This is an optimization exercise on Yosys and OpenROAD, whose aim is small area, a short achievable clock period and few clock cycles, not a production implementation.
In this exercise RTL edits were held to simulation tests only and were not proved equivalent to the original.
Power and IR drop assume default switching activity.

## cpu
module cpu (
    input clk,
    input reset,
    output [31:0] iaddr,
    input [31:0] idata,
    output [31:0] daddr,
    input [31:0] drdata,
    output [31:0] dwdata,
    output [3:0] dwe
);
    reg  [31:0] pc_f;                  
    reg  [31:0] a_e, b_e;              
    reg  [11:0] x_e;                   
    reg  [4:0]  rd_e;
    reg  [2:0]  f3_e;
    reg  [3:0]  be_e;                  
    reg         wen_e;                 
    reg         cin_e, sra_e;        
    reg         clr;                 
    reg         go_e;                
    reg         jalr_e, br_e;
    reg         c12_e, s12_e;        
    reg         eq_e, lt_e, ltu_e;   
    reg         o_add, o_sll, o_slt, o_sltu, o_xor, o_sr, o_or, o_and;    
    reg         r_b;                                     
    reg  [3:0]  r_l;                                     
    reg         r_m0, r_m1;                              
    reg         r_w;                                     
    reg  [3:0]  r_sb;                                    
    reg  [3:0]  r_sh;                                    
    wire [19:0] a_inc, a_dec;
    incdec20 _incdec (.a(a_e[31:12]), .inc(a_inc), .dec(a_dec));
    wire        d_inc = c12_e & ~s12_e;
    wire        d_dec = ~c12_e & s12_e;
    reg         cond;
    always @(*) begin
        case (f3_e)
            3'b000:  cond = eq_e;
            3'b001:  cond = ~eq_e;
  ...
clock: 10.5 ns
lec_check: 0
cap_margin: 20
core_margin: 2
core_utilization: 45
cts_cluster_diameter: 70
cts_cluster_size: 25
place_density: 0.6
setup_slack_margin: 5
slew_margin: 20
synth_hierarchical: 1
synth_minimum_keep_size: 0
tns_end_percent: 5
standard.sh (not shown) runs the stock make flow with config.mk's settings and CLKGATE_MAP_FILE= SYNTH_SCRIPT=/design/flow/synth_recipe.tcl, a recipe that flattens the netlist after the stock synthesis.
==> flow/flow/run.sh <==
#!/bin/bash
# The standard layout (the standard.sh: standard synthesis, floorplan,
# placement, CTS, routing), with two changes to how it is made:
#  - the port buffers are buf_4 cells instead of the default delay-cell
#    buffers, which the timing repair cannot resize;
#  - the timing repair aims for a setup margin of 5.8 ns.
# The clock, the constraints and the synthesis are the standard flow's own.
set -euo pipefail
bash standard.sh SETUP_SLACK_MARGIN=5.8 "BUFFER_PORTS_ARGS=-buffer_cell sky130_fd_sc_hd__buf_4" finish > standard_flow.log 2>&1
Testbench counts at the start, summed over its fixed seeds: cycles 115,251.
Rerun with:
- CTS_CLUSTER_DIAMETER: 70 -> 100
- CTS_CLUSTER_SIZE: 25 -> 30
=> The new run completed without violations; power decreases by 7.2%; worst hold slack gains 0.038 ns; synthesized cell count is unchanged; die area does not change; setup slack gains 0.15 ns; final area decreases by 0.66%.

---

## run A
Another version of the RTL of cpu (not shown whole).
For scale: roughly 5100 cells after synthesis, ~1100 flip-flops, roughly 0.061 mm^2 of cells after synthesis.
==> flow/config.mk <==
export PLATFORM = sky130hd
export DESIGN_NAME = cpu
export DESIGN_NICKNAME = cpu
export VERILOG_FILES = /design/flow/design.v
export SDC_FILE = /design/flow/constraint.sdc
export NUM_CORES = 4
export LEC_CHECK = 0
export CAP_MARGIN = 20
export CORE_MARGIN = 2
export CORE_UTILIZATION = 45
export CTS_CLUSTER_DIAMETER = 100
export CTS_CLUSTER_SIZE = 30
export PLACE_DENSITY = 0.6
export SETUP_SLACK_MARGIN = 5
export SLEW_MARGIN = 20
export SYNTH_HIERARCHICAL = 1
export SYNTH_MINIMUM_KEEP_SIZE = 0
export TNS_END_PERCENT = 5
==> flow/constraint.sdc <==
create_clock -name core_clock -period 10.5 [get_ports {clk}]
set_input_delay 2.1000 -clock core_clock [delete_from_list [all_inputs] [get_ports {clk}]]
set_output_delay 2.1000 -clock core_clock [all_outputs]
set_load 0.01 [all_outputs]
Scripts as last shown in full above: flow/flow/run.sh
Looking at the reports, run A completed the entire flow and the layout it produced met the timing, design-rule and antenna checks.
Testbench counts of run A, summed over its fixed seeds: cycles 115,251.
Modified inputs, run B compared to run A
-- flow/config.mk --
<<< run A, line 9
export CORE_MARGIN = 2
export CORE_UTILIZATION = 45
export CTS_CLUSTER_DIAMETER = 100
export CTS_CLUSTER_SIZE = 30
export PLACE_DENSITY = 0.6
export SETUP_SLACK_MARGIN = 5
>>> run B, line 9
export CORE_MARGIN = 2
export CORE_UTILIZATION = 62
export PLACE_DENSITY = 0.8
export SETUP_SLACK_MARGIN = 5
==> results.txt <==
Summary of run B over run A: number of logic stages on the critical path including buffering down 6; via count up 2655; area fraction of clock buffers and clock inverters up 3.5 points; multi-input combinational cell count flat; all-layer global routing usage up 12 points. Run B vs. run A: worst setup slack went down by 0.13 ns. For total power, dividing the value from run A by the value from run B gives 0.837. Number of CTS-inserted buffers is higher on run B.

==> afterwards: timing with drivers on the ports <==
Ports are ideal in the flow. The routed layouts listed here were re-timed in OpenROAD.
Step 1: set_driving_cell puts a clkbuf_16 on clk and a buf_2 on each other input, an assumption about the parent block.
Step 2 moves the port delays by t, midway between the first and last clock arrival at a register: inputs arrive t later, outputs are due t later. That takes back most of the time a late clock gives input paths.
Three values: ideal ports, drivers, drivers and shift; two values: the first two.
run	t, ns	slack for setup (ns)	worst setup path after step 2
the first run of note 1	0.795	5.115 / 5.177 / 4.383	input to register
the second run of note 1	0.777	5.269 / 5.264 / 4.534	input to register
run A	0.784	5.160 / 5.160 / 4.441	input to register
run B	0.805	5.030 / 5.065 / 4.260	input to register
After both steps every run listed still meets setup and hold. The setup slack of run B, which loses most, moves by +0.035 ns with the drivers and by -0.770 ns with both steps.
